This is an optimization exercise on Yosys and OpenROAD, whose aim is small area, a short achievable clock period and few clock cycles per item, not a production implementation.
In this exercise RTL edits were held to simulation tests only and were not proved equivalent to the original.

## flow/design.v (module list and top-level ports; edited modules follow where they fit)
// module geofence: 231 lines
// module mul_s11x11a: 245 lines
// module mul_s12x11: 221 lines
// module bk11: 47 lines
// module bk12: 49 lines
// module bk20: 79 lines
// module bk22: 85 lines
module geofence (clk, reset, X, Y, R, valid, is_inside);
  // ...
==> flow/flow/run.sh <==
#!/bin/bash
# Standard ORFS layout at the design's clock and constraints, with two changes:
# the ports are buffered with a plain buf_2 (instead of the delay buffer
# buffer_ports picks by default), and repair_timing is asked for 19 ns of
# setup margin so that it also works on paths that already meet the clock.
set -euo pipefail
export BUFFER_PORTS_ARGS="-buffer_cell sky130_fd_sc_hd__buf_2"
export SETUP_SLACK_MARGIN=19
bash standard.sh > standard.log 2>&1
==> flow/standard.sh <==
#!/bin/bash
# synth_recipe.tcl (not shown) runs the flow's synth.tcl, then flattens the netlist and writes it again
# the make line also repeats each setting of config.mk as NAME=value (left out here)
make -C /OpenROAD-flow-scripts/flow DESIGN_CONFIG=/design/flow/config.mk WORK_HOME=/design/flow/orfs CLKGATE_MAP_FILE= SYNTH_SCRIPT=/design/flow/synth_recipe.tcl "${@:-finish}"
==> flow/config.mk <==
export PLATFORM = sky130hd
export DESIGN_NAME = geofence
export DESIGN_NICKNAME = geofence
export VERILOG_FILES = /design/flow/design.v
export SDC_FILE = /design/flow/constraint.sdc
export NUM_CORES = 4
export LEC_CHECK = 0
export ABC_AREA = 1
export CAP_MARGIN = 20
export CORE_MARGIN = 2
export CORE_UTILIZATION = 40
export CTS_CLUSTER_DIAMETER = 100
export CTS_CLUSTER_SIZE = 20
export SLEW_MARGIN = 20
==> flow/constraint.sdc <==
create_clock -name core_clock -period 25.0 [get_ports {clk}]
set_input_delay 5.0000 -clock core_clock [delete_from_list [all_inputs] [get_ports {clk}]]
set_output_delay 5.0000 -clock core_clock [all_outputs]
set_load 0.01 [all_outputs]
==> summary.txt, run 1 <==
Critical path
  – Setup crit start kind: flip-flop
  – Cell depth of the worst setup path: 1
  – Kind of critical path: flip-flop to primary output
  – Maximum fanout along the worst path: 1
  – Worst path required time: approximately 20 ns
  – Cell family with the largest share of critical-path delay: flip-flops
  – Cell with the largest stage delay on the worst path: sky130_fd_sc_hd__dfrtp_1
  – Terminus of the critical flop-to-flop path: is_inside
  – Cell depth of the worst flop-to-flop path: 25

Final layout
  – Clk tree area frac: between 2 and 3%
  – Area overhead of the layout relative to synthesis: 8.49%
  – Leading cell kind: multi-input combinational cells
  – Area taken by flip-flops and latches: between 10000 and 15000 sq um
  – Number of multi-input combinational cells: about 2700
  – Number of nets in the layout: 4754
  – Most common library cell in the layout ignoring fill and taps: sky130_fd_sc_hd__nand2_1
  – Proportion of cell area occupied by multi-input gates: about 53%
  – Leading cell types in the layout, fill and taps excluded: 957 x sky130_fd_sc_hd__nand2_1, 808 x sky130_fd_sc_hd__inv_1, 377 x sky130_fd_sc_hd__dfxtp_1, 270 x sky130_fd_sc_hd__ha_1, 261 x sky130_fd_sc_hd__fa_1

Clock network
  – Clock transition at path regs: around 0.080 ns
  – Max H-tree Level: 1

Global routing
  – Antenna violations before repair: 3
  – Met3 track utilization from global routing: 2.10%
  – Met1 track utilization from global routing: roughly 28%

Synth
  – Total standard cell area after synthesis: approximately 34000 sq um
  – Top post-synthesis cells by area: sky130_fd_sc_hd__dfxtp_1 24%, sky130_fd_sc_hd__fa_1 15%, sky130_fd_sc_hd__nand2_1 11%, sky130_fd_sc_hd__ha_1 9.9%, sky130_fd_sc_hd__inv_1 8.8%
  – Share of the synthesized area in compound gates (AO/OA/AOI/OAI): approximately a tenth
  – Proportion of netlist area held by the largest area contributor: around a quarter
  – Mux share of post-synthesis cell area: less than 1%

Route
  – Top routing layer used: met5
  – Wire length on met1: between 40000 and 50000 um

Placed design
  – Post-detail-place hpwl: roughly 68000 um
  – Port buffer count: 34

Status
  – Outcome: no timing/DRC/antenna violations

Floorplan
  – Starting density of the core: between 40% and 50%
  – Die width: between 200 and 300 um

Timing
  – Number of failing hold endpoints at the final stage: 0
Testbench counts, summed over its fixed seeds: cycles 60,800, items 1,600.
==> module geofence, before the edit <==
module geofence (clk, reset, X, Y, R, valid, is_inside);
input clk;
input reset;
input [9:0] X;
input [9:0] Y;
input [10:0] R;
output reg valid;
output reg is_inside;
reg [5:0] n;                        
wire [5:0] n_n = (n == 6'd37) ? 6'd0 : n + 6'd1;
reg [2:0] g;                        
wire [2:0] g_n = (n == 6'd37 || g == 3'd5) ? 3'd0 : g + 3'd1;
reg inph;
reg [30:0] ring [0:5];              
reg [9:0] X0, Y0;
integer k;
always @(posedge clk) begin
    for (k = 0; k < 5; k = k + 1) ring[k] <= ring[k+1];
    ring[5] <= inph ? {X, Y, R} : ring[0];
    if (n == 6'd0) begin X0 <= X; Y0 <= Y; end
end
function [2:0] posof;               
    input [2:0] j;
    input [2:0] gg;
    reg [3:0] d;
    begin
        d = {1'b0, j} + 4'd6 - {1'b0, gg};
        posof = (d >= 4'd6) ? d[2:0] - 3'd6 : d[2:0];
    end
endfunction
reg [2:0] rk1, rk2, rk3, rk4, rk5;
wire [2:0] rf1, rf2, rf3, rf4, rf5;    
function [2:0] lsel;                
    input [2:0] r;
    begin
        lsel = (rf1 == r) ? 3'd1 : (rf2 == r) ? 3'd2 : (rf3 == r) ? 3'd3 :
               (rf4 == r) ? 3'd4 : 3'd5;
    end
endfunction
reg [5:0] selA, selB;               
reg       amb;                      
wire      bef;
wire       sw = amb & ~bef;
wire [5:0] selBe = {selB[5:4], selB[3] | sw, selB[2] & ~sw, selB[1:0]};
reg [30:0] pA, pB;
integer kk;
always @(*) begin
    pA = 31'd0; pB = 31'd0;
    for (kk = 0; kk < 6; kk = kk + 1) begin
        pA = pA | (ring[kk] & {31{selA[kk]}});
        pB = pB | (ring[kk] & {31{selBe[kk]}});
    end
end
wire [9:0]  ax = pA[30:21], ay = pA[20:11];
wire [10:0] ar = pA[10:0];
wire [9:0]  bx = pB[30:21], by = pB[20:11];
wire [10:0] br = pB[10:0];
reg rld, sload, smul, scmp, aph, sph, eph, uvl, aqsh, aacc, tsel, fin, radsum, radodd;
reg [3:0] asel;                     
function [5:0] pairof;
    input [5:0] nn;
    case (nn)
        6'd3:  pairof = {3'd1, 3'd2};
        6'd4:  pairof = {3'd1, 3'd3};
        6'd5:  pairof = {3'd2, 3'd3};
        6'd6:  pairof = {3'd1, 3'd4};
        6'd7:  pairof = {3'd2, 3'd4};
        6'd8:  pairof = {3'd3, 3'd4};
        6'd9:  pairof = {3'd1, 3'd5};
        6'd10: pairof = {3'd2, 3'd5};
        6'd11: pairof = {3'd3, 3'd5};
        default: pairof = {3'd4, 3'd5};
    endcase
endfunction
function [2:0] qsel;
    input [2:0] m;
    case (m)
        3'd1: qsel = lsel(3'd0);
        3'd2: qsel = lsel(3'd1);
        3'd3: qsel = lsel(3'd2);
        3'd4: qsel = lsel(3'd3);
        3'd5: qsel = lsel(3'd4);
        default: qsel = 3'd0;
    endcase
endfunction
wire [5:0] cn = n_n - 6'd14;        
reg  [2:0] kA_n;                    
reg  [2:0] jA_n, jB_n;
always @(*) begin
    kA_n = (cn <= 6'd5) ? cn[2:0] : cn[0] ? cn[3:1] - 3'd2 : cn[3:1] - 3'd3;
    if (n_n >= 6'd3 && n_n <= 6'd12) begin
        {jA_n, jB_n} = pairof(n_n);
    end else begin
        jA_n = qsel(kA_n);
        jB_n = qsel(kA_n + 3'd1);
    end
end
wire cph_n = (n_n >= 6'd14);
always @(posedge clk or posedge reset) begin
    if (reset) begin
        n <= 6'd0; g <= 3'd0; inph <= 1'b1; valid <= 1'b0;
    end else begin
        n <= n_n; g <= g_n;
        inph <= (n_n <= 6'd5);
        valid <= fin;
    end
end
always @(posedge clk) begin
    selA   <= 6'd1 << posof(jA_n, g_n);
    selB   <= 6'd1 << posof(jB_n, g_n);
    amb    <= (n_n == 6'd14) && (rf4 == 3'd0) && (rf5 == 3'd0);
    sload  <= (n_n >= 6'd3) && (n_n <= 6'd12);
    rld    <= cph_n && ((cn == 6'd0) || ((cn >= 6'd7) && (cn <= 6'd15) && cn[0]));
    smul   <= (n_n >= 6'd4) && (n_n <= 6'd13);
    scmp   <= smul;
    aph    <= cph_n && (cn <= 6'd5);
    sph    <= cph_n && (cn >= 6'd6) && (cn <= 6'd16) && !cn[0];
    eph    <= cph_n && (cn >= 6'd7) && (cn <= 6'd17) && cn[0];
    uvl    <= cph_n && (cn >= 6'd11) && (cn <= 6'd21) && cn[0];
    aqsh   <= cph_n && (cn >= 6'd5) && (cn <= 6'd10);
    aacc   <= cph_n && (cn >= 6'd8) && (cn <= 6'd18) && !cn[0];
    tsel   <= cph_n && (cn >= 6'd12) && (cn <= 6'd22) && !cn[0];
    fin    <= cph_n && (cn == 6'd22);
    radsum <= (cn <= 6'd7);
    radodd <= cn[0];
    case (cn)
        6'd6, 6'd16, 6'd17:        asel <= 4'b0001;
        6'd7, 6'd8, 6'd14, 6'd15:  asel <= 4'b0010;
        6'd9, 6'd10, 6'd12, 6'd13: asel <= 4'b0100;
        default:                   asel <= 4'b1000;
    endcase
end
reg  [10:0] oa1, ob1, ob2;
reg  [11:0] oa2;
reg  [21:0] m1r;
reg  [21:0] A, T;
reg  [21:0] m2r;
wire [21:0] m1, m2;
mul_s11x11a u_m1 (.a(oa1), .b(ob1), .c(tsel ? T : 22'd0), .p(m1));    
mul_s12x11 u_m2 (.a(oa2), .b(ob2), .p(m2));
wire signed [21:0] sm1r = m1r, sm2r = m2r;
assign bef = sm1r > sm2r;             
always @(posedge clk) begin
    if (n <= 6'd3) begin
        rk1 <= 3'd0; rk2 <= 3'd0; rk3 <= 3'd0; rk4 <= 3'd0; rk5 <= 3'd0;
    end else begin
        rk1 <= rf1; rk2 <= rf2; rk3 <= rf3; rk4 <= rf4; rk5 <= rf5;
    end
end
wire [5:0] dij = pairof(n - 6'd2);  
wire [2:0] win = bef ? dij[2:0] : dij[5:3];     
assign rf1 = rk1 + {2'd0, scmp && win == 3'd1};
assign rf2 = rk2 + {2'd0, scmp && win == 3'd2};
assign rf3 = rk3 + {2'd0, scmp && win == 3'd3};
assign rf4 = rk4 + {2'd0, scmp && win == 3'd4};
assign rf5 = rk5 + {2'd0, scmp && win == 3'd5};
wire [21:0] Asum;
bk22 u_A (.a(radsum ? {2'b00, m1r[19:0]} : A), .b(radsum ? {2'b00, m2r[19:0]} : m2r), .cin(1'b0), .s(Asum), .co());
wire [19:0] rad = radsum ? Asum[19:0] : (radodd ? m2r[19:0] : m1r[19:0]);
function [22:0] nrstep;    
    input [12:0] r;
    input [9:0]  q;
    input [1:0]  b;
    input [3:0]  j;
    reg [12:0] rn, m;
    begin
        if (!r[12]) rn = {r[10:0], b} - {1'b0, q, 2'b01};
        else        rn = {r[10:0], b} + {1'b0, q, 2'b11};
        m = 13'h1fff << (j + 1);
        rn = rn[j+1] ? (rn | m) : (rn & ~m);
        nrstep = {rn, q[8:0], !rn[12]};
    end
endfunction
reg [5:0]  q1r; reg [3:0] q1q; reg [11:0] q1rad;
reg [8:0]  q2r; reg [6:0] q2q; reg [5:0]  q2rad;
reg [9:0]  qout;
reg [22:0] s1, s2, s3;
always @(*) begin
    s1 = 23'd0;
    s1 = nrstep(s1[22:10], s1[9:0], rad[19:18], 4'd1);
    s1 = nrstep(s1[22:10], s1[9:0], rad[17:16], 4'd2);
    s1 = nrstep(s1[22:10], s1[9:0], rad[15:14], 4'd3);
    s1 = nrstep(s1[22:10], s1[9:0], rad[13:12], 4'd4);
    s2 = {{7{q1r[5]}}, q1r, 6'd0, q1q};
    s2 = nrstep(s2[22:10], s2[9:0], q1rad[11:10], 4'd5);
    s2 = nrstep(s2[22:10], s2[9:0], q1rad[9:8], 4'd6);
    s2 = nrstep(s2[22:10], s2[9:0], q1rad[7:6], 4'd7);
    s3 = {{4{q2r[8]}}, q2r, 3'd0, q2q};
    s3 = nrstep(s3[22:10], s3[9:0], q2rad[5:4], 4'd8);
    s3 = nrstep(s3[22:10], s3[9:0], q2rad[3:2], 4'd9);
    s3 = nrstep(s3[22:10], s3[9:0], q2rad[1:0], 4'd10);
end
always @(posedge clk) begin
    q1r <= s1[15:10]; q1q <= s1[3:0]; q1rad <= rad[11:0];
    q2r <= s2[18:10]; q2q <= s2[6:0]; q2rad <= q1rad[5:0];
    qout <= s3[9:0];
end
reg [9:0]  aq0, aq1, aq2, aq3;      
wire [9:0]  acur = asel[0] ? aq0 : asel[1] ? aq1 : asel[2] ? aq2 : aq3;
reg  [10:0] ri, rj;                 
wire [10:0] cs_s = {1'b0, acur} ^ ri ^ rj;
wire [10:0] cs_c = ({1'b0, acur} & ri) | ({1'b0, acur} & rj) | (ri & rj);
wire [10:0] ssum, e12, e3n, x1, y1, y2;
wire [11:0] x2;
wire        ge;
bk11 u_ss (.a(cs_s), .b({cs_c[9:0], 1'b0}), .cin(1'b0), .s(ssum), .co());
wire [9:0]  Sn = ssum[10:1];
bk11 u_e12 (.a({1'b0, Sn}), .b(~(eph ? ri : {1'b0, acur})), .cin(1'b1), .s(e12), .co());
bk11 u_e3 (.a({1'b0, Sn}), .b(~{1'b0, rj[9:0]}), .cin(1'b1), .s(e3n), .co());
bk11 u_x1 (.a({1'b0, ax}), .b(~{1'b0, sload ? X0 : bx}), .cin(1'b1), .s(x1), .co());
bk11 u_y1 (.a({1'b0, ay}), .b(~{1'b0, sload ? Y0 : by}), .cin(1'b1), .s(y1), .co());
bk11 u_y2 (.a({1'b0, by}), .b(~{1'b0, sload ? Y0 : ay}), .cin(1'b1), .s(y2), .co());
bk12 u_x2 (.a({2'b00, bx}), .b(sload ? ~{2'b00, X0} : {2'b00, ax}), .cin(sload), .s(x2), .co());
bk22 u_ge (.a({1'b0, A[21:1]}), .b(~m1), .cin(1'b1), .s(), .co(ge));
always @(posedge clk) begin
    oa1 <= (sload | aph) ? x1 : uvl ? {1'b0, qout} : {1'b0, Sn};
    ob1 <= sload ? y2 : aph ? x1 : uvl ? {1'b0, s3[9:0]} : e12;
    oa2 <= (sload | aph) ? {y1[10], y1} : eph ? {e12[10], e12} : x2;
    ob2 <= sload ? x2[10:0] : aph ? y1 : eph ? e3n : y2;
    m1r <= m1[21:0];
    if (rld) begin ri <= ar; rj <= br; end
    m2r <= m2[21:0];
    if (aqsh) begin aq0 <= qout; aq1 <= aq0; aq2 <= aq1; aq3 <= aq2; end
    if (n <= 6'd13) begin A <= 22'd0; T <= 22'd0; end
    else begin
        if (aacc) A <= Asum;
        if (tsel) T <= m1;
    end
    is_inside <= ge;                 
end
endmodule
==> inputs of run 2 (changes only) <==
--- a/flow/design.v
+++ b/flow/design.v
@@ -131,13 +131,13 @@
     endcase
 end
 reg  [10:0] oa1, ob1, ob2;
-reg  [11:0] oa2;
+reg  [10:0] oa2;
 reg  [21:0] m1r;
 reg  [21:0] A, T;
 reg  [21:0] m2r;
 wire [21:0] m1, m2;
 mul_s11x11a u_m1 (.a(oa1), .b(ob1), .c(tsel ? T : 22'd0), .p(m1));    
-mul_s12x11 u_m2 (.a(oa2), .b(ob2), .p(m2));
+mul_s11x11 u_m2 (.a(oa2), .b(ob2), .p(m2));
 wire signed [21:0] sm1r = m1r, sm2r = m2r;
 assign bef = sm1r > sm2r;             
 always @(posedge clk) begin
@@ -201,7 +201,7 @@
 wire [10:0] cs_s = {1'b0, acur} ^ ri ^ rj;
 wire [10:0] cs_c = ({1'b0, acur} & ri) | ({1'b0, acur} & rj) | (ri & rj);
 wire [10:0] ssum, e12, e3n, x1, y1, y2;
-wire [11:0] x2;
+wire [10:0] x2;
 wire        ge;
 bk11 u_ss (.a(cs_s), .b({cs_c[9:0], 1'b0}), .cin(1'b0), .s(ssum), .co());
 wire [9:0]  Sn = ssum[10:1];
@@ -210,13 +210,13 @@
 bk11 u_x1 (.a({1'b0, ax}), .b(~{1'b0, sload ? X0 : bx}), .cin(1'b1), .s(x1), .co());
 bk11 u_y1 (.a({1'b0, ay}), .b(~{1'b0, sload ? Y0 : by}), .cin(1'b1), .s(y1), .co());
 bk11 u_y2 (.a({1'b0, by}), .b(~{1'b0, sload ? Y0 : ay}), .cin(1'b1), .s(y2), .co());
-bk12 u_x2 (.a({2'b00, bx}), .b(sload ? ~{2'b00, X0} : {2'b00, ax}), .cin(sload), .s(x2), .co());
+bk11 u_x2 (.a({1'b0, bx}), .b(sload ? ~{1'b0, X0} : {1'b0, ax}), .cin(sload), .s(x2), .co());
 bk22 u_ge (.a({1'b0, A[21:1]}), .b(~m1), .cin(1'b1), .s(), .co(ge));
 always @(posedge clk) begin
     oa1 <= (sload | aph) ? x1 : uvl ? {1'b0, qout} : {1'b0, Sn};
     ob1 <= sload ? y2 : aph ? x1 : uvl ? {1'b0, s3[9:0]} : e12;
-    oa2 <= (sload | aph) ? {y1[10], y1} : eph ? {e12[10], e12} : x2;
-    ob2 <= sload ? x2[10:0] : aph ? y1 : eph ? e3n : y2;
+    oa2 <= (sload | aph) ? y1 : eph ? e12 : {~x2[10], x2[9:0]};
+    ob2 <= sload ? x2 : aph ? y1 : eph ? e3n : y2;
     m1r <= m1[21:0];
     if (rld) begin ri <= ar; rj <= br; end
     m2r <= m2[21:0];
@@ -474,8 +474,8 @@
 wire [21:0] r1 = {w221, w219, w217, w215, w213, w211, w209, w207, w205, w203, w201, w199, w197, w195, w193, w191, w189, w187, w185, w183, w181, c[0]};
 bk22 u_fa (.a(r0), .b(r1), .cin(1'b0), .s(p), .co());
 endmodule
-module mul_s12x11 (a, b, p);
-input [11:0] a;
+module mul_s11x11 (a, b, p);
+input [10:0] a;
 input [10:0] b;
 output [21:0] p;
 wire w1, w2, w3, w4, w5, w6, w7, w8, w9, w10, w11, w12, w13, w14, w15, w16;
@@ -489,210 +489,189 @@
 wire w129, w130, w131, w132, w133, w134, w135, w136, w137, w138, w139, w140, w141, w142, w143, w144;
 wire w145, w146, w147, w148, w149, w150, w151, w152, w153, w154, w155, w156, w157, w158, w159, w160;
 wire w161, w162, w163, w164, w165, w166, w167, w168, w169, w170, w171, w172, w173, w174, w175, w176;
-wire w177, w178, w179, w180, w181, w182, w183, w184, w185, w186, w187, w188, w189, w190, w191, w192;
-wire w193, w194, w195, w196, w197, w198, w199, w200;
+wire w177, w178, w179, w180;
 assign w1 = (a[0] & b[9]) ^ (a[1] & b[8]);
 assign w2 = (a[0] & b[9]) & (a[1] & b[8]);
 assign w3 = ~(a[0] & b[10]) ^ (a[1] & b[9]) ^ (a[2] & b[8]);
 assign w4 = (~(a[0] & b[10]) & (a[1] & b[9])) | (~(a[0] & b[10]) & (a[2] & b[8])) | ((a[1] & b[9]) & (a[2] & b[8]));
-assign w5 = (a[3] & b[7]) ^ (a[4] & b[6]) ^ (a[5] & b[5]);
-assign w6 = ((a[3] & b[7]) & (a[4] & b[6])) | ((a[3] & b[7]) & (a[5] & b[5])) | ((a[4] & b[6]) & (a[5] & b[5]));
+assign w5 = (a[3] & b[7]) ^ (a[4] & b[6]);
+assign w6 = (a[3] & b[7]) & (a[4] & b[6]);
 assign w7 = ~(a[1] & b[10]) ^ (a[2] & b[9]) ^ (a[3] & b[8]);
 assign w8 = (~(a[1] & b[10]) & (a[2] & b[9])) | (~(a[1] & b[10]) & (a[3] & b[8])) | ((a[2] & b[9]) & (a[3] & b[8]));
 assign w9 = (a[4] & b[7]) ^ (a[5] & b[6]) ^ (a[6] & b[5]);
 assign w10 = ((a[4] & b[7]) & (a[5] & b[6])) | ((a[4] & b[7]) & (a[6] & b[5])) | ((a[5] & b[6]) & (a[6] & b[5]));
-assign w11 = (a[7] & b[4]) ^ (a[8] & b[3]);
-assign w12 = (a[7] & b[4]) & (a[8] & b[3]);
-assign w13 = ~(a[2] & b[10]) ^ (a[3] & b[9]) ^ (a[4] & b[8]);
-assign w14 = (~(a[2] & b[10]) & (a[3] & b[9])) | (~(a[2] & b[10]) & (a[4] & b[8])) | ((a[3] & b[9]) & (a[4] & b[8]));
-assign w15 = (a[5] & b[7]) ^ (a[6] & b[6]) ^ (a[7] & b[5]);
-assign w16 = ((a[5] & b[7]) & (a[6] & b[6])) | ((a[5] & b[7]) & (a[7] & b[5])) | ((a[6] & b[6]) & (a[7] & b[5]));
-assign w17 = ~(a[3] & b[10]) ^ (a[4] & b[9]) ^ (a[5] & b[8]);
-assign w18 = (~(a[3] & b[10]) & (a[4] & b[9])) | (~(a[3] & b[10]) & (a[5] & b[8])) | ((a[4] & b[9]) & (a[5] & b[8]));
-assign w19 = (a[0] & b[6]) ^ (a[1] & b[5]);
-assign w20 = (a[0] & b[6]) & (a[1] & b[5]);
-assign w21 = (a[0] & b[7]) ^ (a[1] & b[6]) ^ (a[2] & b[5]);
-assign w22 = ((a[0] & b[7]) & (a[1] & b[6])) | ((a[0] & b[7]) & (a[2] & b[5])) | ((a[1] & b[6]) & (a[2] & b[5]));
-assign w23 = (a[3] & b[4]) ^ (a[4] & b[3]);
-assign w24 = (a[3] & b[4]) & (a[4] & b[3]);
-assign w25 = (a[0] & b[8]) ^ (a[1] & b[7]) ^ (a[2] & b[6]);
-assign w26 = ((a[0] & b[8]) & (a[1] & b[7])) | ((a[0] & b[8]) & (a[2] & b[6])) | ((a[1] & b[7]) & (a[2] & b[6]));
-assign w27 = (a[3] & b[5]) ^ (a[4] & b[4]) ^ (a[5] & b[3]);
-assign w28 = ((a[3] & b[5]) & (a[4] & b[4])) | ((a[3] & b[5]) & (a[5] & b[3])) | ((a[4] & b[4]) & (a[5] & b[3]));
-assign w29 = (a[6] & b[2]) ^ (a[7] & b[1]);
-assign w30 = (a[6] & b[2]) & (a[7] & b[1]);
-assign w31 = (a[2] & b[7]) ^ (a[3] & b[6]) ^ (a[4] & b[5]);
-assign w32 = ((a[2] & b[7]) & (a[3] & b[6])) | ((a[2] & b[7]) & (a[4] & b[5])) | ((a[3] & b[6]) & (a[4] & b[5]));
-assign w33 = (a[5] & b[4]) ^ (a[6] & b[3]) ^ (a[7] & b[2]);
-assign w34 = ((a[5] & b[4]) & (a[6] & b[3])) | ((a[5] & b[4]) & (a[7] & b[2])) | ((a[6] & b[3]) & (a[7] & b[2]));
-assign w35 = (a[8] & b[1]) ^ (a[9] & b[0]) ^ w1;
-assign w36 = ((a[8] & b[1]) & (a[9] & b[0])) | ((a[8] & b[1]) & w1) | ((a[9] & b[0]) & w1);
-assign w37 = (a[6] & b[4]) ^ (a[7] & b[3]) ^ (a[8] & b[2]);
-assign w38 = ((a[6] & b[4]) & (a[7] & b[3])) | ((a[6] & b[4]) & (a[8] & b[2])) | ((a[7] & b[3]) & (a[8] & b[2]));
-assign w39 = (a[9] & b[1]) ^ (a[10] & b[0]) ^ 1'b1;
-assign w40 = ((a[9] & b[1]) & (a[10] & b[0])) | ((a[9] & b[1]) & 1'b1) | ((a[10] & b[0]) & 1'b1);
-assign w41 = w2 ^ w3 ^ w5;
-assign w42 = (w2 & w3) | (w2 & w5) | (w3 & w5);
-assign w43 = (a[9] & b[2]) ^ (a[10] & b[1]) ^ ~(a[11] & b[0]);
-assign w44 = ((a[9] & b[2]) & (a[10] & b[1])) | ((a[9] & b[2]) & ~(a[11] & b[0])) | ((a[10] & b[1]) & ~(a[11] & b[0]));
-assign w45 = 1'b1 ^ w4 ^ w6;
-assign w46 = (1'b1 & w4) | (1'b1 & w6) | (w4 & w6);
-assign w47 = w7 ^ w9 ^ w11;
-assign w48 = (w7 & w9) | (w7 & w11) | (w9 & w11);
-assign w49 = (a[8] & b[4]) ^ (a[9] & b[3]) ^ (a[10] & b[2]);
-assign w50 = ((a[8] & b[4]) & (a[9] & b[3])) | ((a[8] & b[4]) & (a[10] & b[2])) | ((a[9] & b[3]) & (a[10] & b[2]));
-assign w51 = ~(a[11] & b[1]) ^ w8 ^ w10;
-assign w52 = (~(a[11] & b[1]) & w8) | (~(a[11] & b[1]) & w10) | (w8 & w10);
-assign w53 = w12 ^ w13 ^ w15;
-assign w54 = (w12 & w13) | (w12 & w15) | (w13 & w15);
-assign w55 = (a[6] & b[7]) ^ (a[7] & b[6]) ^ (a[8] & b[5]);
-assign w56 = ((a[6] & b[7]) & (a[7] & b[6])) | ((a[6] & b[7]) & (a[8] & b[5])) | ((a[7] & b[6]) & (a[8] & b[5]));
-assign w57 = (a[9] & b[4]) ^ (a[10] & b[3]) ^ ~(a[11] & b[2]);
-assign w58 = ((a[9] & b[4]) & (a[10] & b[3])) | ((a[9] & b[4]) & ~(a[11] & b[2])) | ((a[10] & b[3]) & ~(a[11] & b[2]));
-assign w59 = w14 ^ w16 ^ w17;
-assign w60 = (w14 & w16) | (w14 & w17) | (w16 & w17);
-assign w61 = ~(a[4] & b[10]) ^ (a[5] & b[9]) ^ (a[6] & b[8]);
-assign w62 = (~(a[4] & b[10]) & (a[5] & b[9])) | (~(a[4] & b[10]) & (a[6] & b[8])) | ((a[5] & b[9]) & (a[6] & b[8]));
-assign w63 = (a[7] & b[7]) ^ (a[8] & b[6]) ^ (a[9] & b[5]);
-assign w64 = ((a[7] & b[7]) & (a[8] & b[6])) | ((a[7] & b[7]) & (a[9] & b[5])) | ((a[8] & b[6]) & (a[9] & b[5]));
-assign w65 = (a[10] & b[4]) ^ ~(a[11] & b[3]) ^ w18;
-assign w66 = ((a[10] & b[4]) & ~(a[11] & b[3])) | ((a[10] & b[4]) & w18) | (~(a[11] & b[3]) & w18);
-assign w67 = ~(a[5] & b[10]) ^ (a[6] & b[9]) ^ (a[7] & b[8]);
-assign w68 = (~(a[5] & b[10]) & (a[6] & b[9])) | (~(a[5] & b[10]) & (a[7] & b[8])) | ((a[6] & b[9]) & (a[7] & b[8]));
-assign w69 = (a[8] & b[7]) ^ (a[9] & b[6]) ^ (a[10] & b[5]);
-assign w70 = ((a[8] & b[7]) & (a[9] & b[6])) | ((a[8] & b[7]) & (a[10] & b[5])) | ((a[9] & b[6]) & (a[10] & b[5]));
-assign w71 = ~(a[6] & b[10]) ^ (a[7] & b[9]) ^ (a[8] & b[8]);
-assign w72 = (~(a[6] & b[10]) & (a[7] & b[9])) | (~(a[6] & b[10]) & (a[8] & b[8])) | ((a[7] & b[9]) & (a[8] & b[8]));
-assign w73 = (a[0] & b[4]) ^ (a[1] & b[3]);
-assign w74 = (a[0] & b[4]) & (a[1] & b[3]);
-assign w75 = (a[0] & b[5]) ^ (a[1] & b[4]) ^ (a[2] & b[3]);
-assign w76 = ((a[0] & b[5]) & (a[1] & b[4])) | ((a[0] & b[5]) & (a[2] & b[3])) | ((a[1] & b[4]) & (a[2] & b[3]));
-assign w77 = (a[3] & b[2]) ^ (a[4] & b[1]);
-assign w78 = (a[3] & b[2]) & (a[4] & b[1]);
-assign w79 = (a[2] & b[4]) ^ (a[3] & b[3]) ^ (a[4] & b[2]);
-assign w80 = ((a[2] & b[4]) & (a[3] & b[3])) | ((a[2] & b[4]) & (a[4] & b[2])) | ((a[3] & b[3]) & (a[4] & b[2]));
-assign w81 = (a[5] & b[1]) ^ (a[6] & b[0]) ^ w19;
-assign w82 = ((a[5] & b[1]) & (a[6] & b[0])) | ((a[5] & b[1]) & w19) | ((a[6] & b[0]) & w19);
-assign w83 = (a[5] & b[2]) ^ (a[6] & b[1]) ^ (a[7] & b[0]);
-assign w84 = ((a[5] & b[2]) & (a[6] & b[1])) | ((a[5] & b[2]) & (a[7] & b[0])) | ((a[6] & b[1]) & (a[7] & b[0]));
-assign w85 = w20 ^ w21 ^ w23;
-assign w86 = (w20 & w21) | (w20 & w23) | (w21 & w23);
-assign w87 = (a[8] & b[0]) ^ w22 ^ w24;
-assign w88 = ((a[8] & b[0]) & w22) | ((a[8] & b[0]) & w24) | (w22 & w24);
-assign w89 = w25 ^ w27 ^ w29;
-assign w90 = (w25 & w27) | (w25 & w29) | (w27 & w29);
-assign w91 = w26 ^ w28 ^ w30;
-assign w92 = (w26 & w28) | (w26 & w30) | (w28 & w30);
-assign w93 = w31 ^ w33 ^ w35;
-assign w94 = (w31 & w33) | (w31 & w35) | (w33 & w35);
-assign w95 = w32 ^ w34 ^ w36;
-assign w96 = (w32 & w34) | (w32 & w36) | (w34 & w36);
-assign w97 = w37 ^ w39 ^ w41;
-assign w98 = (w37 & w39) | (w37 & w41) | (w39 & w41);
-assign w99 = w38 ^ w40 ^ w42;
-assign w100 = (w38 & w40) | (w38 & w42) | (w40 & w42);
-assign w101 = w43 ^ w45 ^ w47;
-assign w102 = (w43 & w45) | (w43 & w47) | (w45 & w47);
-assign w103 = w44 ^ w46 ^ w48;
-assign w104 = (w44 & w46) | (w44 & w48) | (w46 & w48);
-assign w105 = w49 ^ w51 ^ w53;
-assign w106 = (w49 & w51) | (w49 & w53) | (w51 & w53);
-assign w107 = w50 ^ w52 ^ w54;
-assign w108 = (w50 & w52) | (w50 & w54) | (w52 & w54);
-assign w109 = w55 ^ w57 ^ w59;
-assign w110 = (w55 & w57) | (w55 & w59) | (w57 & w59);
-assign w111 = w56 ^ w58 ^ w60;
-assign w112 = (w56 & w58) | (w56 & w60) | (w58 & w60);
-assign w113 = w61 ^ w63 ^ w65;
-assign w114 = (w61 & w63) | (w61 & w65) | (w63 & w65);
-assign w115 = ~(a[11] & b[4]) ^ w62 ^ w64;
-assign w116 = (~(a[11] & b[4]) & w62) | (~(a[11] & b[4]) & w64) | (w62 & w64);
-assign w117 = w66 ^ w67 ^ w69;
-assign w118 = (w66 & w67) | (w66 & w69) | (w67 & w69);
-assign w119 = (a[9] & b[7]) ^ (a[10] & b[6]) ^ ~(a[11] & b[5]);
-assign w120 = ((a[9] & b[7]) & (a[10] & b[6])) | ((a[9] & b[7]) & ~(a[11] & b[5])) | ((a[10] & b[6]) & ~(a[11] & b[5]));
+assign w11 = ~(a[2] & b[10]) ^ (a[3] & b[9]) ^ (a[4] & b[8]);
+assign w12 = (~(a[2] & b[10]) & (a[3] & b[9])) | (~(a[2] & b[10]) & (a[4] & b[8])) | ((a[3] & b[9]) & (a[4] & b[8]));
+assign w13 = (a[0] & b[6]) ^ (a[1] & b[5]);
+assign w14 = (a[0] & b[6]) & (a[1] & b[5]);
+assign w15 = (a[0] & b[7]) ^ (a[1] & b[6]) ^ (a[2] & b[5]);
+assign w16 = ((a[0] & b[7]) & (a[1] & b[6])) | ((a[0] & b[7]) & (a[2] & b[5])) | ((a[1] & b[6]) & (a[2] & b[5]));
+assign w17 = (a[3] & b[4]) ^ (a[4] & b[3]);
+assign w18 = (a[3] & b[4]) & (a[4] & b[3]);
+assign w19 = (a[0] & b[8]) ^ (a[1] & b[7]) ^ (a[2] & b[6]);
+assign w20 = ((a[0] & b[8]) & (a[1] & b[7])) | ((a[0] & b[8]) & (a[2] & b[6])) | ((a[1] & b[7]) & (a[2] & b[6]));
+assign w21 = (a[3] & b[5]) ^ (a[4] & b[4]) ^ (a[5] & b[3]);
+assign w22 = ((a[3] & b[5]) & (a[4] & b[4])) | ((a[3] & b[5]) & (a[5] & b[3])) | ((a[4] & b[4]) & (a[5] & b[3]));
+assign w23 = (a[6] & b[2]) ^ (a[7] & b[1]);
+assign w24 = (a[6] & b[2]) & (a[7] & b[1]);
+assign w25 = (a[2] & b[7]) ^ (a[3] & b[6]) ^ (a[4] & b[5]);
+assign w26 = ((a[2] & b[7]) & (a[3] & b[6])) | ((a[2] & b[7]) & (a[4] & b[5])) | ((a[3] & b[6]) & (a[4] & b[5]));
+assign w27 = (a[5] & b[4]) ^ (a[6] & b[3]) ^ (a[7] & b[2]);
+assign w28 = ((a[5] & b[4]) & (a[6] & b[3])) | ((a[5] & b[4]) & (a[7] & b[2])) | ((a[6] & b[3]) & (a[7] & b[2]));
+assign w29 = (a[8] & b[1]) ^ (a[9] & b[0]) ^ w1;
+assign w30 = ((a[8] & b[1]) & (a[9] & b[0])) | ((a[8] & b[1]) & w1) | ((a[9] & b[0]) & w1);
+assign w31 = (a[5] & b[5]) ^ (a[6] & b[4]) ^ (a[7] & b[3]);
+assign w32 = ((a[5] & b[5]) & (a[6] & b[4])) | ((a[5] & b[5]) & (a[7] & b[3])) | ((a[6] & b[4]) & (a[7] & b[3]));
+assign w33 = (a[8] & b[2]) ^ (a[9] & b[1]) ^ ~(a[10] & b[0]);
+assign w34 = ((a[8] & b[2]) & (a[9] & b[1])) | ((a[8] & b[2]) & ~(a[10] & b[0])) | ((a[9] & b[1]) & ~(a[10] & b[0]));
+assign w35 = w2 ^ w3 ^ w5;
+assign w36 = (w2 & w3) | (w2 & w5) | (w3 & w5);
+assign w37 = (a[7] & b[4]) ^ (a[8] & b[3]) ^ (a[9] & b[2]);
+assign w38 = ((a[7] & b[4]) & (a[8] & b[3])) | ((a[7] & b[4]) & (a[9] & b[2])) | ((a[8] & b[3]) & (a[9] & b[2]));
+assign w39 = ~(a[10] & b[1]) ^ 1'b1 ^ w4;
+assign w40 = (~(a[10] & b[1]) & 1'b1) | (~(a[10] & b[1]) & w4) | (1'b1 & w4);
+assign w41 = w6 ^ w7 ^ w9;
+assign w42 = (w6 & w7) | (w6 & w9) | (w7 & w9);
+assign w43 = (a[5] & b[7]) ^ (a[6] & b[6]) ^ (a[7] & b[5]);
+assign w44 = ((a[5] & b[7]) & (a[6] & b[6])) | ((a[5] & b[7]) & (a[7] & b[5])) | ((a[6] & b[6]) & (a[7] & b[5]));
+assign w45 = (a[8] & b[4]) ^ (a[9] & b[3]) ^ ~(a[10] & b[2]);
+assign w46 = ((a[8] & b[4]) & (a[9] & b[3])) | ((a[8] & b[4]) & ~(a[10] & b[2])) | ((a[9] & b[3]) & ~(a[10] & b[2]));
+assign w47 = w8 ^ w10 ^ w11;
+assign w48 = (w8 & w10) | (w8 & w11) | (w10 & w11);
+assign w49 = ~(a[3] & b[10]) ^ (a[4] & b[9]) ^ (a[5] & b[8]);
+assign w50 = (~(a[3] & b[10]) & (a[4] & b[9])) | (~(a[3] & b[10]) & (a[5] & b[8])) | ((a[4] & b[9]) & (a[5] & b[8]));
+assign w51 = (a[6] & b[7]) ^ (a[7] & b[6]) ^ (a[8] & b[5]);
+assign w52 = ((a[6] & b[7]) & (a[7] & b[6])) | ((a[6] & b[7]) & (a[8] & b[5])) | ((a[7] & b[6]) & (a[8] & b[5]));
+assign w53 = (a[9] & b[4]) ^ ~(a[10] & b[3]) ^ w12;
+assign w54 = ((a[9] & b[4]) & ~(a[10] & b[3])) | ((a[9] & b[4]) & w12) | (~(a[10] & b[3]) & w12);
+assign w55 = ~(a[4] & b[10]) ^ (a[5] & b[9]) ^ (a[6] & b[8]);
+assign w56 = (~(a[4] & b[10]) & (a[5] & b[9])) | (~(a[4] & b[10]) & (a[6] & b[8])) | ((a[5] & b[9]) & (a[6] & b[8]));
+assign w57 = (a[7] & b[7]) ^ (a[8] & b[6]) ^ (a[9] & b[5]);
+assign w58 = ((a[7] & b[7]) & (a[8] & b[6])) | ((a[7] & b[7]) & (a[9] & b[5])) | ((a[8] & b[6]) & (a[9] & b[5]));
+assign w59 = ~(a[5] & b[10]) ^ (a[6] & b[9]) ^ (a[7] & b[8]);
+assign w60 = (~(a[5] & b[10]) & (a[6] & b[9])) | (~(a[5] & b[10]) & (a[7] & b[8])) | ((a[6] & b[9]) & (a[7] & b[8]));
+assign w61 = (a[0] & b[4]) ^ (a[1] & b[3]);
+assign w62 = (a[0] & b[4]) & (a[1] & b[3]);
+assign w63 = (a[0] & b[5]) ^ (a[1] & b[4]) ^ (a[2] & b[3]);
+assign w64 = ((a[0] & b[5]) & (a[1] & b[4])) | ((a[0] & b[5]) & (a[2] & b[3])) | ((a[1] & b[4]) & (a[2] & b[3]));
+assign w65 = (a[3] & b[2]) ^ (a[4] & b[1]);
+assign w66 = (a[3] & b[2]) & (a[4] & b[1]);
+assign w67 = (a[2] & b[4]) ^ (a[3] & b[3]) ^ (a[4] & b[2]);
+assign w68 = ((a[2] & b[4]) & (a[3] & b[3])) | ((a[2] & b[4]) & (a[4] & b[2])) | ((a[3] & b[3]) & (a[4] & b[2]));
+assign w69 = (a[5] & b[1]) ^ (a[6] & b[0]) ^ w13;
+assign w70 = ((a[5] & b[1]) & (a[6] & b[0])) | ((a[5] & b[1]) & w13) | ((a[6] & b[0]) & w13);
+assign w71 = (a[5] & b[2]) ^ (a[6] & b[1]) ^ (a[7] & b[0]);
+assign w72 = ((a[5] & b[2]) & (a[6] & b[1])) | ((a[5] & b[2]) & (a[7] & b[0])) | ((a[6] & b[1]) & (a[7] & b[0]));
+assign w73 = w14 ^ w15 ^ w17;
+assign w74 = (w14 & w15) | (w14 & w17) | (w15 & w17);
+assign w75 = (a[8] & b[0]) ^ w16 ^ w18;
+assign w76 = ((a[8] & b[0]) & w16) | ((a[8] & b[0]) & w18) | (w16 & w18);
+assign w77 = w19 ^ w21 ^ w23;
+assign w78 = (w19 & w21) | (w19 & w23) | (w21 & w23);
+assign w79 = w20 ^ w22 ^ w24;
+assign w80 = (w20 & w22) | (w20 & w24) | (w22 & w24);
+assign w81 = w25 ^ w27 ^ w29;
+assign w82 = (w25 & w27) | (w25 & w29) | (w27 & w29);
+assign w83 = w26 ^ w28 ^ w30;
+assign w84 = (w26 & w28) | (w26 & w30) | (w28 & w30);
+assign w85 = w31 ^ w33 ^ w35;
+assign w86 = (w31 & w33) | (w31 & w35) | (w33 & w35);
+assign w87 = w32 ^ w34 ^ w36;
+assign w88 = (w32 & w34) | (w32 & w36) | (w34 & w36);
+assign w89 = w37 ^ w39 ^ w41;
+assign w90 = (w37 & w39) | (w37 & w41) | (w39 & w41);
+assign w91 = w38 ^ w40 ^ w42;
+assign w92 = (w38 & w40) | (w38 & w42) | (w40 & w42);
+assign w93 = w43 ^ w45 ^ w47;
+assign w94 = (w43 & w45) | (w43 & w47) | (w45 & w47);
+assign w95 = w44 ^ w46 ^ w48;
+assign w96 = (w44 & w46) | (w44 & w48) | (w46 & w48);
+assign w97 = w49 ^ w51 ^ w53;
+assign w98 = (w49 & w51) | (w49 & w53) | (w51 & w53);
+assign w99 = ~(a[10] & b[4]) ^ w50 ^ w52;
+assign w100 = (~(a[10] & b[4]) & w50) | (~(a[10] & b[4]) & w52) | (w50 & w52);
+assign w101 = w54 ^ w55 ^ w57;
+assign w102 = (w54 & w55) | (w54 & w57) | (w55 & w57);
+assign w103 = (a[8] & b[7]) ^ (a[9] & b[6]) ^ ~(a[10] & b[5]);
+assign w104 = ((a[8] & b[7]) & (a[9] & b[6])) | ((a[8] & b[7]) & ~(a[10] & b[5])) | ((a[9] & b[6]) & ~(a[10] & b[5]));
+assign w105 = w56 ^ w58 ^ w59;
+assign w106 = (w56 & w58) | (w56 & w59) | (w58 & w59);
+assign w107 = ~(a[6] & b[10]) ^ (a[7] & b[9]) ^ (a[8] & b[8]);
+assign w108 = (~(a[6] & b[10]) & (a[7] & b[9])) | (~(a[6] & b[10]) & (a[8] & b[8])) | ((a[7] & b[9]) & (a[8] & b[8]));
+assign w109 = (a[9] & b[7]) ^ ~(a[10] & b[6]) ^ w60;
+assign w110 = ((a[9] & b[7]) & ~(a[10] & b[6])) | ((a[9] & b[7]) & w60) | (~(a[10] & b[6]) & w60);
+assign w111 = ~(a[7] & b[10]) ^ (a[8] & b[9]) ^ (a[9] & b[8]);
+assign w112 = (~(a[7] & b[10]) & (a[8] & b[9])) | (~(a[7] & b[10]) & (a[9] & b[8])) | ((a[8] & b[9]) & (a[9] & b[8]));
+assign w113 = (a[0] & b[3]) ^ (a[1] & b[2]);
+assign w114 = (a[0] & b[3]) & (a[1] & b[2]);
+assign w115 = (a[2] & b[2]) ^ (a[3] & b[1]) ^ (a[4] & b[0]);
+assign w116 = ((a[2] & b[2]) & (a[3] & b[1])) | ((a[2] & b[2]) & (a[4] & b[0])) | ((a[3] & b[1]) & (a[4] & b[0]));
+assign w117 = (a[5] & b[0]) ^ w62 ^ w63;
+assign w118 = ((a[5] & b[0]) & w62) | ((a[5] & b[0]) & w63) | (w62 & w63);
+assign w119 = w64 ^ w66 ^ w67;
+assign w120 = (w64 & w66) | (w64 & w67) | (w66 & w67);
 assign w121 = w68 ^ w70 ^ w71;
 assign w122 = (w68 & w70) | (w68 & w71) | (w70 & w71);
-assign w123 = ~(a[7] & b[10]) ^ (a[8] & b[9]) ^ (a[9] & b[8]);
-assign w124 = (~(a[7] & b[10]) & (a[8] & b[9])) | (~(a[7] & b[10]) & (a[9] & b[8])) | ((a[8] & b[9]) & (a[9] & b[8]));
-assign w125 = (a[10] & b[7]) ^ ~(a[11] & b[6]) ^ w72;
-assign w126 = ((a[10] & b[7]) & ~(a[11] & b[6])) | ((a[10] & b[7]) & w72) | (~(a[11] & b[6]) & w72);
-assign w127 = ~(a[8] & b[10]) ^ (a[9] & b[9]) ^ (a[10] & b[8]);
-assign w128 = (~(a[8] & b[10]) & (a[9] & b[9])) | (~(a[8] & b[10]) & (a[10] & b[8])) | ((a[9] & b[9]) & (a[10] & b[8]));
-assign w129 = (a[0] & b[3]) ^ (a[1] & b[2]);
-assign w130 = (a[0] & b[3]) & (a[1] & b[2]);
-assign w131 = (a[2] & b[2]) ^ (a[3] & b[1]) ^ (a[4] & b[0]);
-assign w132 = ((a[2] & b[2]) & (a[3] & b[1])) | ((a[2] & b[2]) & (a[4] & b[0])) | ((a[3] & b[1]) & (a[4] & b[0]));
-assign w133 = (a[5] & b[0]) ^ w74 ^ w75;
-assign w134 = ((a[5] & b[0]) & w74) | ((a[5] & b[0]) & w75) | (w74 & w75);
-assign w135 = w76 ^ w78 ^ w79;
-assign w136 = (w76 & w78) | (w76 & w79) | (w78 & w79);
-assign w137 = w80 ^ w82 ^ w83;
-assign w138 = (w80 & w82) | (w80 & w83) | (w82 & w83);
-assign w139 = w84 ^ w86 ^ w87;
-assign w140 = (w84 & w86) | (w84 & w87) | (w86 & w87);
-assign w141 = w88 ^ w90 ^ w91;
-assign w142 = (w88 & w90) | (w88 & w91) | (w90 & w91);
-assign w143 = w92 ^ w94 ^ w95;
-assign w144 = (w92 & w94) | (w92 & w95) | (w94 & w95);
-assign w145 = w96 ^ w98 ^ w99;
-assign w146 = (w96 & w98) | (w96 & w99) | (w98 & w99);
-assign w147 = w100 ^ w102 ^ w103;
-assign w148 = (w100 & w102) | (w100 & w103) | (w102 & w103);
-assign w149 = w104 ^ w106 ^ w107;
-assign w150 = (w104 & w106) | (w104 & w107) | (w106 & w107);
-assign w151 = w108 ^ w110 ^ w111;
-assign w152 = (w108 & w110) | (w108 & w111) | (w110 & w111);
-assign w153 = w112 ^ w114 ^ w115;
-assign w154 = (w112 & w114) | (w112 & w115) | (w114 & w115);
-assign w155 = w116 ^ w118 ^ w119;
-assign w156 = (w116 & w118) | (w116 & w119) | (w118 & w119);
-assign w157 = w120 ^ w122 ^ w123;
-assign w158 = (w120 & w122) | (w120 & w123) | (w122 & w123);
-assign w159 = ~(a[11] & b[7]) ^ w124 ^ w126;
-assign w160 = (~(a[11] & b[7]) & w124) | (~(a[11] & b[7]) & w126) | (w124 & w126);
-assign w161 = ~(a[9] & b[10]) ^ (a[10] & b[9]) ^ ~(a[11] & b[8]);
-assign w162 = (~(a[9] & b[10]) & (a[10] & b[9])) | (~(a[9] & b[10]) & ~(a[11] & b[8])) | ((a[10] & b[9]) & ~(a[11] & b[8]));
-assign w163 = (a[0] & b[2]) ^ (a[1] & b[1]);
-assign w164 = (a[0] & b[2]) & (a[1] & b[1]);
-assign w165 = (a[2] & b[1]) ^ (a[3] & b[0]) ^ w129;
-assign w166 = ((a[2] & b[1]) & (a[3] & b[0])) | ((a[2] & b[1]) & w129) | ((a[3] & b[0]) & w129);
-assign w167 = w73 ^ w130 ^ w131;
-assign w168 = (w73 & w130) | (w73 & w131) | (w130 & w131);
-assign w169 = w77 ^ w132 ^ w133;
-assign w170 = (w77 & w132) | (w77 & w133) | (w132 & w133);
-assign w171 = w81 ^ w134 ^ w135;
-assign w172 = (w81 & w134) | (w81 & w135) | (w134 & w135);
-assign w173 = w85 ^ w136 ^ w137;
-assign w174 = (w85 & w136) | (w85 & w137) | (w136 & w137);
-assign w175 = w89 ^ w138 ^ w139;
-assign w176 = (w89 & w138) | (w89 & w139) | (w138 & w139);
-assign w177 = w93 ^ w140 ^ w141;
-assign w178 = (w93 & w140) | (w93 & w141) | (w140 & w141);
-assign w179 = w97 ^ w142 ^ w143;
-assign w180 = (w97 & w142) | (w97 & w143) | (w142 & w143);
-assign w181 = w101 ^ w144 ^ w145;
-assign w182 = (w101 & w144) | (w101 & w145) | (w144 & w145);
-assign w183 = w105 ^ w146 ^ w147;
-assign w184 = (w105 & w146) | (w105 & w147) | (w146 & w147);
-assign w185 = w109 ^ w148 ^ w149;
-assign w186 = (w109 & w148) | (w109 & w149) | (w148 & w149);
-assign w187 = w113 ^ w150 ^ w151;
-assign w188 = (w113 & w150) | (w113 & w151) | (w150 & w151);
-assign w189 = w117 ^ w152 ^ w153;
-assign w190 = (w117 & w152) | (w117 & w153) | (w152 & w153);
-assign w191 = w121 ^ w154 ^ w155;
-assign w192 = (w121 & w154) | (w121 & w155) | (w154 & w155);
-assign w193 = w125 ^ w156 ^ w157;
-assign w194 = (w125 & w156) | (w125 & w157) | (w156 & w157);
-assign w195 = w127 ^ w158 ^ w159;
-assign w196 = (w127 & w158) | (w127 & w159) | (w158 & w159);
-assign w197 = w128 ^ w160 ^ w161;
-assign w198 = (w128 & w160) | (w128 & w161) | (w160 & w161);
-assign w199 = ~(a[10] & b[10]) ^ ~(a[11] & b[9]) ^ w162;
-assign w200 = (~(a[10] & b[10]) & ~(a[11] & b[9])) | (~(a[10] & b[10]) & w162) | (~(a[11] & b[9]) & w162);
-wire [21:0] r0 = {(a[11] & b[10]), w198, w196, w194, w192, w190, w188, w186, w184, w182, w180, w178, w176, w174, w172, w170, w168, w166, w164, (a[2] & b[0]), (a[0] & b[1]), (a[0] & b[0])};
-wire [21:0] r1 = {w200, w199, w197, w195, w193, w191, w189, w187, w185, w183, w181, w179, w177, w175, w173, w171, w169, w167, w165, w163, (a[1] & b[0]), 1'b0};
+assign w123 = w72 ^ w74 ^ w75;
+assign w124 = (w72 & w74) | (w72 & w75) | (w74 & w75);
+assign w125 = w76 ^ w78 ^ w79;
+assign w126 = (w76 & w78) | (w76 & w79) | (w78 & w79);
+assign w127 = w80 ^ w82 ^ w83;
+assign w128 = (w80 & w82) | (w80 & w83) | (w82 & w83);
+assign w129 = w84 ^ w86 ^ w87;
+assign w130 = (w84 & w86) | (w84 & w87) | (w86 & w87);
+assign w131 = w88 ^ w90 ^ w91;
+assign w132 = (w88 & w90) | (w88 & w91) | (w90 & w91);
+assign w133 = w92 ^ w94 ^ w95;
+assign w134 = (w92 & w94) | (w92 & w95) | (w94 & w95);
+assign w135 = w96 ^ w98 ^ w99;
+assign w136 = (w96 & w98) | (w96 & w99) | (w98 & w99);
+assign w137 = w100 ^ w102 ^ w103;
+assign w138 = (w100 & w102) | (w100 & w103) | (w102 & w103);
+assign w139 = w104 ^ w106 ^ w107;
+assign w140 = (w104 & w106) | (w104 & w107) | (w106 & w107);
+assign w141 = ~(a[10] & b[7]) ^ w108 ^ w110;
+assign w142 = (~(a[10] & b[7]) & w108) | (~(a[10] & b[7]) & w110) | (w108 & w110);
+assign w143 = ~(a[8] & b[10]) ^ (a[9] & b[9]) ^ ~(a[10] & b[8]);
+assign w144 = (~(a[8] & b[10]) & (a[9] & b[9])) | (~(a[8] & b[10]) & ~(a[10] & b[8])) | ((a[9] & b[9]) & ~(a[10] & b[8]));
+assign w145 = (a[0] & b[2]) ^ (a[1] & b[1]);
+assign w146 = (a[0] & b[2]) & (a[1] & b[1]);
+assign w147 = (a[2] & b[1]) ^ (a[3] & b[0]) ^ w113;
+assign w148 = ((a[2] & b[1]) & (a[3] & b[0])) | ((a[2] & b[1]) & w113) | ((a[3] & b[0]) & w113);
+assign w149 = w61 ^ w114 ^ w115;
+assign w150 = (w61 & w114) | (w61 & w115) | (w114 & w115);
+assign w151 = w65 ^ w116 ^ w117;
+assign w152 = (w65 & w116) | (w65 & w117) | (w116 & w117);
+assign w153 = w69 ^ w118 ^ w119;
+assign w154 = (w69 & w118) | (w69 & w119) | (w118 & w119);
+assign w155 = w73 ^ w120 ^ w121;
+assign w156 = (w73 & w120) | (w73 & w121) | (w120 & w121);
+assign w157 = w77 ^ w122 ^ w123;
+assign w158 = (w77 & w122) | (w77 & w123) | (w122 & w123);
+assign w159 = w81 ^ w124 ^ w125;
+assign w160 = (w81 & w124) | (w81 & w125) | (w124 & w125);
+assign w161 = w85 ^ w126 ^ w127;
+assign w162 = (w85 & w126) | (w85 & w127) | (w126 & w127);
+assign w163 = w89 ^ w128 ^ w129;
+assign w164 = (w89 & w128) | (w89 & w129) | (w128 & w129);
+assign w165 = w93 ^ w130 ^ w131;
+assign w166 = (w93 & w130) | (w93 & w131) | (w130 & w131);
+assign w167 = w97 ^ w132 ^ w133;
+assign w168 = (w97 & w132) | (w97 & w133) | (w132 & w133);
+assign w169 = w101 ^ w134 ^ w135;
+assign w170 = (w101 & w134) | (w101 & w135) | (w134 & w135);
+assign w171 = w105 ^ w136 ^ w137;
+assign w172 = (w105 & w136) | (w105 & w137) | (w136 & w137);
+assign w173 = w109 ^ w138 ^ w139;
+assign w174 = (w109 & w138) | (w109 & w139) | (w138 & w139);
+assign w175 = w111 ^ w140 ^ w141;
+assign w176 = (w111 & w140) | (w111 & w141) | (w140 & w141);
+assign w177 = w112 ^ w142 ^ w143;
+assign w178 = (w112 & w142) | (w112 & w143) | (w142 & w143);
+assign w179 = ~(a[9] & b[10]) ^ ~(a[10] & b[9]) ^ w144;
+assign w180 = (~(a[9] & b[10]) & ~(a[10] & b[9])) | (~(a[9] & b[10]) & w144) | (~(a[10] & b[9]) & w144);
+wire [21:0] r0 = {1'b1, (a[10] & b[10]), w178, w176, w174, w172, w170, w168, w166, w164, w162, w160, w158, w156, w154, w152, w150, w148, w146, (a[2] & b[0]), (a[0] & b[1]), (a[0] & b[0])};
+wire [21:0] r1 = {1'b0, w180, w179, w177, w175, w173, w171, w169, w167, w165, w163, w161, w159, w157, w155, w153, w151, w149, w147, w145, (a[1] & b[0]), 1'b0};
 bk22 u_fa (.a(r0), .b(r1), .cin(1'b0), .s(p), .co());
 endmodule
 module bk11 (a, b, cin, s, co);
@@ -742,134 +721,6 @@
 assign s = p ^ {G18, G13, G17, G10, G16, G12, G15, G7, G14, G1, cin};
 assign co = G11;
 endmodule
-module bk12 (a, b, cin, s, co);
-input [11:0] a;
-input [11:0] b;
-input cin;
-output [11:0] s;
-output co;
-wire [11:0] p = a ^ b;
-wire [11:0] g = a & b;
-wire G1 = g[0] | (p[0] & cin);
-wire P1 = p[0] & 1'b0;
-wire G2 = g[2] | (p[2] & g[1]);
-wire P2 = p[2] & p[1];
-wire G3 = g[4] | (p[4] & g[3]);
-wire P3 = p[4] & p[3];
-wire G4 = g[6] | (p[6] & g[5]);
-wire P4 = p[6] & p[5];
-wire G5 = g[8] | (p[8] & g[7]);
-wire P5 = p[8] & p[7];
-wire G6 = g[10] | (p[10] & g[9]);
-wire P6 = p[10] & p[9];
-wire G7 = G2 | (P2 & G1);
-wire P7 = P2 & P1;
-wire G8 = G4 | (P4 & G3);
-wire P8 = P4 & P3;
-wire G9 = G6 | (P6 & G5);
-wire P9 = P6 & P5;
-wire G10 = G8 | (P8 & G7);
-wire P10 = P8 & P7;
-wire G11 = G9 | (P9 & G10);
-wire P11 = P9 & P10;
-wire G12 = G3 | (P3 & G7);
-wire P12 = P3 & P7;
-wire G13 = G5 | (P5 & G10);
-wire P13 = P5 & P10;
-wire G14 = g[1] | (p[1] & G1);
-wire P14 = p[1] & P1;
-wire G15 = g[3] | (p[3] & G7);
-wire P15 = p[3] & P7;
-wire G16 = g[5] | (p[5] & G12);
-wire P16 = p[5] & P12;
-wire G17 = g[7] | (p[7] & G10);
-wire P17 = p[7] & P10;
-wire G18 = g[9] | (p[9] & G13);
-wire P18 = p[9] & P13;
-wire G19 = g[11] | (p[11] & G11);
-wire P19 = p[11] & P11;
-assign s = p ^ {G11, G18, G13, G17, G10, G16, G12, G15, G7, G14, G1, cin};
-assign co = G19;
-endmodule
-module bk20 (a, b, cin, s, co);
-input [19:0] a;
-input [19:0] b;
-input cin;
-output [19:0] s;
-output co;
-wire [19:0] p = a ^ b;
-wire [19:0] g = a & b;
-wire G1 = g[0] | (p[0] & cin);
-wire P1 = p[0] & 1'b0;
-wire G2 = g[2] | (p[2] & g[1]);
-wire P2 = p[2] & p[1];
-wire G3 = g[4] | (p[4] & g[3]);
-wire P3 = p[4] & p[3];
-wire G4 = g[6] | (p[6] & g[5]);
-wire P4 = p[6] & p[5];
-wire G5 = g[8] | (p[8] & g[7]);
-wire P5 = p[8] & p[7];
-wire G6 = g[10] | (p[10] & g[9]);
-wire P6 = p[10] & p[9];
-wire G7 = g[12] | (p[12] & g[11]);
-wire P7 = p[12] & p[11];
-wire G8 = g[14] | (p[14] & g[13]);
-wire P8 = p[14] & p[13];
-wire G9 = g[16] | (p[16] & g[15]);
-wire P9 = p[16] & p[15];
-wire G10 = g[18] | (p[18] & g[17]);
-wire P10 = p[18] & p[17];
-wire G11 = G2 | (P2 & G1);
-wire P11 = P2 & P1;
-wire G12 = G4 | (P4 & G3);
-wire P12 = P4 & P3;
-wire G13 = G6 | (P6 & G5);
-wire P13 = P6 & P5;
-wire G14 = G8 | (P8 & G7);
-wire P14 = P8 & P7;
-wire G15 = G10 | (P10 & G9);
-wire P15 = P10 & P9;
-wire G16 = G12 | (P12 & G11);
-wire P16 = P12 & P11;
-wire G17 = G14 | (P14 & G13);
-wire P17 = P14 & P13;
-wire G18 = G17 | (P17 & G16);
-wire P18 = P17 & P16;
-wire G19 = G13 | (P13 & G16);
-wire P19 = P13 & P16;
-wire G20 = G15 | (P15 & G18);
-wire P20 = P15 & P18;
-wire G21 = G3 | (P3 & G11);
-wire P21 = P3 & P11;
-wire G22 = G5 | (P5 & G16);
-wire P22 = P5 & P16;
-wire G23 = G7 | (P7 & G19);
-wire P23 = P7 & P19;
-wire G24 = G9 | (P9 & G18);
-wire P24 = P9 & P18;
-wire G25 = g[1] | (p[1] & G1);
-wire P25 = p[1] & P1;
-wire G26 = g[3] | (p[3] & G11);
-wire P26 = p[3] & P11;
-wire G27 = g[5] | (p[5] & G21);
-wire P27 = p[5] & P21;
-wire G28 = g[7] | (p[7] & G16);
-wire P28 = p[7] & P16;
-wire G29 = g[9] | (p[9] & G22);
-wire P29 = p[9] & P22;
-wire G30 = g[11] | (p[11] & G19);
-wire P30 = p[11] & P19;
-wire G31 = g[13] | (p[13] & G23);
-wire P31 = p[13] & P23;
-wire G32 = g[15] | (p[15] & G18);
-wire P32 = p[15] & P18;
-wire G33 = g[17] | (p[17] & G24);
-wire P33 = p[17] & P24;
-wire G34 = g[19] | (p[19] & G20);
-wire P34 = p[19] & P20;
-assign s = p ^ {G20, G33, G24, G32, G18, G31, G23, G30, G19, G29, G22, G28, G16, G27, G21, G26, G11, G25, G1, cin};
-assign co = G34;
-endmodule
 module bk22 (a, b, cin, s, co);
 input [21:0] a;
 input [21:0] b;
==> run 2 against run 1 <==
Compared with the run above:
- global-route usage up 0.32 points
- wire length up 0.39%
- worst setup slack better by 0.075 ns
- clock-buffer cell count up 6
- cell area down 0.66%
- via count about the same
- first-iteration DRC count down 3.8%
- sequential share of layout area up 0.15 points
- worst hold slack worse by 0.0012 ns
- die area down 0.58%
- cell count down 0.52%
- highest routed layer is now met4
- critical path type unchanged
==> summary.txt, run 2 <==
Status
  – Outcome: no timing/DRC/antenna violations

Critical path
  – Sort of element at the end of the critical path: primary output
  – Worst flop-to-flop path startpoint: oa1[2]
  – Maximum fanout along the worst path: 1 (unchanged)
  – Setup slack on the worst flop-to-flop path: 19.27 ns
  – Cell depth of the worst flop-to-flop path: 22 (-12%)
  – Critical path data arrival time: around 1.1 ns
  – Cell family with the largest share of critical-path delay: flip-flops
  – Setup crit start kind: flip-flop
  – Worst path required time: 20.00 ns (about the same)
  – Cell depth of the worst setup path: 1 (unchanged)
  – Cell with the largest stage delay on the worst path: sky130_fd_sc_hd__dfrtp_1
  – Terminus of the critical flop-to-flop path: is_inside
  – Kind of critical path: flip-flop to primary output

Final layout
  – Final design utilization: 43.7%
  – Area overhead of the layout relative to synthesis: 8.42% (about the same)
  – Number of flip-flops under the largest register name: between 150 and 200
  – Leading cell types in the layout, fill and taps excluded: 931 x sky130_fd_sc_hd__nand2_1, 809 x sky130_fd_sc_hd__inv_1, 383 x sky130_fd_sc_hd__dfxtp_1, 270 x sky130_fd_sc_hd__ha_1, 253 x sky130_fd_sc_hd__fa_1
  – Area taken by flip-flops and latches: 11200 sq um (-0.14%)
  – Area of all placed cells without fillers: approximately 37000 sq um
  – Number of nets in the layout: 4714 (-0.84%)
  – Multi-input gate area: roughly 20000 sq um
  – ANT cells: 0
  – Most common library cell in the layout ignoring fill and taps: sky130_fd_sc_hd__nand2_1

Timing
  – Number of failing hold endpoints at the final stage: 0 (unchanged)
  – Final Max Slew Viols: 0
  – Hold WS: between 0.3 and 0.4 ns
  – Unrepaired setup endpoints after global routing: yes
  – Share of the cycle needed by the critical path after routing: 24.3%
  – Clk_skew: around 0.065 ns
  – Worst slew margin: between 30% and 40%
  – Peak Freq: 0.165 GHz

Floorplan
  – Die width: 297 um (-0.29%)
  – Starting density of the core: 40.3% (-0.11 points)
  – I/O pin count: 35
  – Die Height: 297 um
  – Die Area: roughly 90000 sq um

Flow run
  – Max-cap check violation count: 0

Placed design
  – Placed Instance Area: between 30000 and 40000 sq um
  – Post-detail-place hpwl: 68200 um (+0.38%)
  – Port buffer count: 34 (unchanged)

Synth
  – Proportion of netlist area held by the largest area contributor: 24.4% (+0.085 points)
  – Fraction of registers with async set or reset after synthesis: between 2 and 2.5%
  – Top post-synthesis cells by area: sky130_fd_sc_hd__dfxtp_1 24%, sky130_fd_sc_hd__fa_1 15%, sky130_fd_sc_hd__nand2_1 10%, sky130_fd_sc_hd__ha_1 10%, sky130_fd_sc_hd__inv_1 8.9%
  – Instance count of the mapped netlist: approximately 4200
  – Warnings, synthesis: 2
  – Total standard cell area after synthesis: 34300 sq um (-0.59%)
  – Cell type with the largest total area after synthesis: sky130_fd_sc_hd__dfxtp_1

Global routing
  – Met3 track utilization from global routing: 2.37% (+0.27 points)
  – Remaining Overflow, GRT: 0
  – Met1 track utilization from global routing: 28.3% (+0.63 points)
  – Antenna violations before repair: 0 (-3)
  – Via count of the first global-routing pass: 26194
  – Pin count of the biggest net entering global routing: 63
  – Most Crowded Layer GR: met2

Clock network
  – Clock transition at path regs: 0.08 ns (about the same)
  – Number of CTS-inserted buffers: 34
  – Max H-tree Level: 2 (+1)
  – Clock insertion delay at the later pin of the skew report: roughly 0.62 ns
  – CTS root buf: sky130_fd_sc_hd__clkbuf_16
  – CTS sink cnt: 510

Worst hold path
  – Type of the most critical hold path: flip-flop to flip-flop
  – Hold-critical path depth: 0
  – Startpoint of the tightest hold check path: smul

Route
  – Total Routed Length: 91100 um
  – Total vias in the final route: 26553
  – Detailed Routing Iterations Pass 1: 6
  – Drc violations: 0
  – Final routed wire length divided by cell count: ~17 um
## run 2: cell types whose count changed after synthesis, sizes merged, moves of 9 or more
cell / before / now
nand3: 129 / 157
or2: 39 / 30
xor2: 85 / 73
nor2: 181 / 171
xnor2: 51 / 61
nand4: 41 / 51
fa: 265 / 256
nand2: 987 / 953
## run 2: logic make-up after synthesis
group,Yosys count,synth area share (%)
buf+inv,980,10.9
fa+ha+maj,529,24.9
flops,510,32.3
compound gates,610,10.6
simple gates,1398,17.3
mux,18,0.526
xor+xnor,134,3.49
## run 2: metrics by stage
step           cells  setup slack (ns)
2_1_floorplan   4179             19.47
3_3_place_gp    5232             18.92
3_5_place_dp    5232             18.85
4_1_cts         5292             18.86
5_1_grt         5320             18.88
6_report        5320             18.92
## run 2: worst max-delay path by stage
stage	to	slack [ns]
3_3_place_gp	is_inside	18.92
5_1_grt	valid	18.88
3_5_place_dp	is_inside	18.85
4_1_cts	valid	18.86
2_1_floorplan	is_inside	19.47
6_report	valid	18.92
## run 2: final cells by class
class,instances,area share [%]
repair buffers,89,1.77
flip-flops and latches,510,30.1
clock buffers,51,2.49
well taps,1144,3.85
multi-input cells,2689,53.0
inverters,828,8.41
clock inverters,9,0.380
## run 2: worst reg2reg max path, cell delays in order, from the launching register on
cell,delay [ns]
sky130_fd_sc_hd__dfxtp_4,0.39
sky130_fd_sc_hd__buf_4,0.12
sky130_fd_sc_hd__nand2_1,0.07
sky130_fd_sc_hd__fa_1,0.51
sky130_fd_sc_hd__fa_1,0.55
sky130_fd_sc_hd__inv_1,0.05
sky130_fd_sc_hd__fa_1,0.39
sky130_fd_sc_hd__fa_1,0.53
sky130_fd_sc_hd__fa_1,0.41
sky130_fd_sc_hd__ha_1,0.30
sky130_fd_sc_hd__a21o_1,0.20
sky130_fd_sc_hd__a21oi_1,0.12
sky130_fd_sc_hd__nor2_1,0.05
sky130_fd_sc_hd__a211oi_1,0.16
sky130_fd_sc_hd__nand2_1,0.17
sky130_fd_sc_hd__inv_1,0.14
sky130_fd_sc_hd__o21bai_1,0.10
sky130_fd_sc_hd__fa_1,0.39
sky130_fd_sc_hd__or2_2,0.29
sky130_fd_sc_hd__nand2_2,0.13
sky130_fd_sc_hd__ha_1,0.26
sky130_fd_sc_hd__a21oi_1,0.16
sky130_fd_sc_hd__a21oi_1,0.08
## run 2: per-layer routing
layer / part of all wire, % / wire length [um]
met4: 3.1 / 2840
met3: 4.5 / 4140
met1: 47 / 42700
met2: 46 / 41500
met5: 0 / 0
## run 2: what timing repair did
item	CTS	global route
pin swaps	0	25
setup buffers	0	26
cloned	0	2
resized for setup	9	111
endpoints found under the setup margin	7	31
Testbench counts of run 2, summed over its fixed seeds: cycles 60,800, items 1,600.

==> re-timing with driven ports <==
No port has a modelled driver above. Below, the same layouts with a new extraction and two added sets of constraints.
Step 1 (the two cells are an assumption about what drives the block):
set clk [get_ports {clk}]
set_driving_cell -lib_cell sky130_fd_sc_hd__clkbuf_16 $clk
set_driving_cell -lib_cell sky130_fd_sc_hd__buf_2 [delete_from_list [all_inputs] $clk]
Step 2 moves the port delays by t, midway between the first and last clock arrival at a register: inputs arrive t later, outputs are due t later. That takes back most of the time a late clock gives input paths.
Slacks: ideal / step 1 / step 2; pairs: ideal / step 1.
run	shift t [ns]	setup slack, ns	latest minus earliest clock arrival (ns)	worst slew at a driven data input, ns	pins driven straight from the clock port
run 1	0.700	18.848 / 18.779 / 19.233	0.049 / 0.050	0.05	1
run 2	0.657	18.922 / 18.852 / 19.270	0.066 / 0.066	0.04	1
After both steps setup and hold are still met in every run listed.
